From an optimization exercise on the open Yosys and OpenROAD flow, aimed at small area, a short achievable clock period and few clock cycles per item; shortcuts taken in it are not production practice.
Only simulation tests tie the RTL to the original design; equivalence was not proved.

## Exponential
module Exponential(input clk, rst, start, input [15:0] x,
                   output done, output [1:0] intpart, output [15:0] fracpart);
  reg        busy;
  reg [3:0]  step;
  reg [7:0]  one, two, neg;    
  reg        one8;             
  reg [15:0] t;       
  reg [17:0] r;       
  reg        acc;     
  wire [31:0] p0, p1;
  mulb mul(.one(one), .two(two), .neg(neg), .one8(one8), .b(t), .s0(p0), .s1(p1));
  wire [15:0] p;
  wire        c16, c17, c18, c19;
  cpa32h cpa(.a(p0), .b(p1), .s(p), .c16(c16), .c17(c17), .c18(c18), .c19(c19));
  reg [15:0] q;
  always @(*) begin
    case (step)
      4'd0:    q = {1'b0, p[15:1]};
      4'd3:    q = {2'b0, p[15:2]};
      4'd10:   q = {3'b0, p[15:3]};
      default: q = p;
    endcase
  end
  wire q_term = (step == 4'd0) | (step == 4'd2) | (step == 4'd3) | (step == 4'd5) |
                (step == 4'd7) | (step == 4'd9) | (step == 4'd10);
  reg [3:0] thr;
  always @(*) begin
    case (step)
  ...
==> module Exponential, before the edit <==
module Exponential(input clk, rst, start, input [15:0] x,
                   output done, output [1:0] intpart, output [15:0] fracpart);
  reg        busy;
  reg [3:0]  step;
  reg [7:0]  one, two, neg;    
  reg        one8;             
  reg [15:0] t;       
  reg [17:0] r;       
  reg        acc;     
  wire [31:0] p0, p1;
  mulb mul(.one(one), .two(two), .neg(neg), .one8(one8), .b(t), .s0(p0), .s1(p1));
  wire [15:0] p;
  wire        c16, c17, c18, c19;
  cpa32h cpa(.a(p0), .b(p1), .s(p), .c16(c16), .c17(c17), .c18(c18), .c19(c19));
  reg [15:0] q;
  always @(*) begin
    case (step)
      4'd0:    q = {1'b0, p[15:1]};
      4'd3:    q = {2'b0, p[15:2]};
      4'd10:   q = {3'b0, p[15:3]};
      default: q = p;
    endcase
  end
  wire q_term = (step == 4'd0) | (step == 4'd2) | (step == 4'd3) | (step == 4'd5) |
                (step == 4'd7) | (step == 4'd9) | (step == 4'd10);
  reg [3:0] thr;
  always @(*) begin
    case (step)
      4'd0:    thr = 4'd2;
      4'd1:    thr = 4'd4;
      4'd2:    thr = 4'd3;
      4'd3:    thr = 4'd4;
      4'd4:    thr = 4'd6;
      4'd5:    thr = 4'd5;
      4'd6:    thr = 4'd7;
      4'd7:    thr = 4'd6;
      4'd8:    thr = 4'd8;
      4'd9:    thr = 4'd7;
      4'd10:   thr = 4'd8;
      default: thr = 4'd15;
    endcase
  end
  wire fin = (step == 4'd11) | ((t[15:4] == 12'd0) & (t[3:0] <= thr));
  wire go     = start & done;
  reg [15:0] y_next;
  always @(*) begin
    case (step)
      4'd1:    y_next = 16'h5555;
      4'd4:    y_next = 16'h3333;
      4'd6:    y_next = 16'h2AAA;
      4'd8:    y_next = 16'h2492;
      default: y_next = x;
    endcase
  end
  wire [15:0] y = go ? x : y_next;
  wire [16:0] ym = {y, 1'b0};    
  wire [7:0]  one_n, two_n, neg_n;
  genvar j;
  generate
    for (j = 0; j < 8; j = j + 1) begin : enc
      assign one_n[j] = ym[2*j+1] ^ ym[2*j];
      assign two_n[j] = (ym[2*j+2] & ~ym[2*j+1] & ~ym[2*j]) | (~ym[2*j+2] & ym[2*j+1] & ym[2*j]);
      assign neg_n[j] = ym[2*j+2];
    end
  endgenerate
  wire [17:0] rsum;
  radd ra(.r(r), .t((acc & busy) ? t : 16'd0), .s(rsum));
  wire [3:0] tlo = (acc & busy) ? t[3:0] : 4'd0;
  assign {intpart, fracpart} = r + {14'd0, tlo};
  assign done = ~busy | fin;
  wire [15:0] bw;       
  wire [15:0] xd;       
  assign bw[1] = 1'b1;
  assign xd[0] = x[0];
  generate
    for (j = 1; j < 16; j = j + 1) begin : dec
      assign xd[j] = x[j] ^ bw[j];
      if (j < 15) begin : b
        assign bw[j+1] = bw[j] & ~x[j];
      end
    end
  endgenerate
  assign bw[0] = 1'b0;
  wire [15:0] t0 = (bw[15] & ~x[15]) ? 16'd0 : xd;
  always @(posedge clk or posedge rst) begin
    if (rst)
      busy <= 1'b0;
    else if (go)
      busy <= 1'b1;
    else if (fin)
      busy <= 1'b0;
  end
  always @(posedge clk) begin
    step <= go ? 4'd0 : step + 4'd1;
    one  <= one_n;
    two  <= two_n;
    neg  <= neg_n;
    one8 <= y[15];
    t    <= go ? t0 : q;
    acc  <= go | q_term;
    r    <= go ? 18'h0FFFF : rsum;
  end
endmodule
Settings: LEC_CHECK=0, CAP_MARGIN=20, CORE_MARGIN=2, CORE_UTILIZATION=60, CTS_BUF_LIST=sky130_fd_sc_hd__clkbuf_4 sky130_fd_sc_hd__clkbuf_8, CTS_CLUSTER_SIZE=40, SETUP_SLACK_MARGIN=3.5, SLEW_MARGIN=20; clock period 9.0 ns.
run.sh (not shown) runs the stock make flow with config.mk's settings and CLKGATE_MAP_FILE= SYNTH_SCRIPT=/design/flow/synth_recipe.tcl, a recipe that flattens the netlist after the stock synthesis.
The starting point finished clean.
Testbench counts at the start, summed over its fixed seeds: cycles 3,058, items 384.
Change:
--- a/flow/design.v
+++ b/flow/design.v
@@ -742,26 +742,9 @@
     endcase
   end
   wire q_term = (step == 4'd0) | (step == 4'd2) | (step == 4'd3) | (step == 4'd5) |
                 (step == 4'd7) | (step == 4'd9) | (step == 4'd10);
-  reg [3:0] thr;
-  always @(*) begin
-    case (step)
-      4'd0:    thr = 4'd2;
-      4'd1:    thr = 4'd4;
-      4'd2:    thr = 4'd3;
-      4'd3:    thr = 4'd4;
-      4'd4:    thr = 4'd6;
-      4'd5:    thr = 4'd5;
-      4'd6:    thr = 4'd7;
-      4'd7:    thr = 4'd6;
-      4'd8:    thr = 4'd8;
-      4'd9:    thr = 4'd7;
-      4'd10:   thr = 4'd8;
-      default: thr = 4'd15;
-    endcase
-  end
-  wire fin = (step == 4'd11) | ((t[15:4] == 12'd0) & (t[3:0] <= thr));
+  wire tz     = (t == 16'd0);    
   wire go     = start & done;
   reg [15:0] y_next;
   always @(*) begin
     case (step)
@@ -782,13 +765,12 @@
       assign two_n[j] = (ym[2*j+2] & ~ym[2*j+1] & ~ym[2*j]) | (~ym[2*j+2] & ym[2*j+1] & ym[2*j]);
       assign neg_n[j] = ym[2*j+2];
     end
   endgenerate
+  assign {intpart, fracpart} = r;
   wire [17:0] rsum;
-  radd ra(.r(r), .t((acc & busy) ? t : 16'd0), .s(rsum));
-  wire [3:0] tlo = (acc & busy) ? t[3:0] : 4'd0;
-  assign {intpart, fracpart} = r + {14'd0, tlo};
-  assign done = ~busy | fin;
+  radd ra(.r(r), .t(acc ? t : 16'd0), .s(rsum));
+  assign done = ~busy | tz;
   wire [15:0] bw;       
   wire [15:0] xd;       
   assign bw[1] = 1'b1;
   assign xd[0] = x[0];
@@ -806,9 +788,9 @@
     if (rst)
       busy <= 1'b0;
     else if (go)
       busy <= 1'b1;
-    else if (fin)
+    else if (tz | (step == 4'd11))
       busy <= 1'b0;
   end
   always @(posedge clk) begin
     step <= go ? 4'd0 : step + 4'd1;
@@ -817,7 +799,10 @@
     neg  <= neg_n;
     one8 <= y[15];
     t    <= go ? t0 : q;
     acc  <= go | q_term;
-    r    <= go ? 18'h0FFFF : rsum;
+    if (go)
+      r <= 18'h0FFFF;
+    else if (busy)
+      r <= rsum;
   end
 endmodule
What happened: The changed run ran to the end with no violations. Design area went up slightly. Routed wire length went up by a few percent. Synthesized area went down slightly. Count of clock-buffer cells in the layout went up by 2. Setup slack is worse by 0.038 ns. Clock skew went down by 0.0058 ns. Synthesized cell count went down slightly. Global-route usage went up by 2.0 points. Die area went down slightly. Core utilization went up by 2.5 points.
Testbench counts after the change, summed over its fixed seeds: cycles 3,484, items 384.

## re-timing with driven ports
Ports are ideal in the flow. The routed layouts listed here were re-timed in OpenROAD.
Step 1 sets driving cells, clkbuf_16 on the clock port and buf_2 on the other inputs (assumed; they add their load-dependent delay and slew).
Step 2, shift: input delay + t, output delay - t, t = (earliest + latest rising clock arrival at the registers) / 2. This alone moves slack from input paths to output paths.
Slacks: ideal / step 1 / step 2; pairs: ideal / step 1.
| run | t, ns | slack for setup (ns) | slew at the worst register clock pin (ns) | pins driven straight from the clock port |
|---|---|---|---|---|
| the first run | 0.388 | 3.655 / 3.655 / 3.551 | 0.09 / 0.09 | 1 |
| the second run | 0.377 | 3.617 / 3.617 / 3.346 | 0.08 / 0.08 | 1 |
After both steps every run listed still meets setup and hold. For the second run, which loses most, drivers alone change the setup slack by 0.000 ns; drivers and shift together by -0.271 ns.
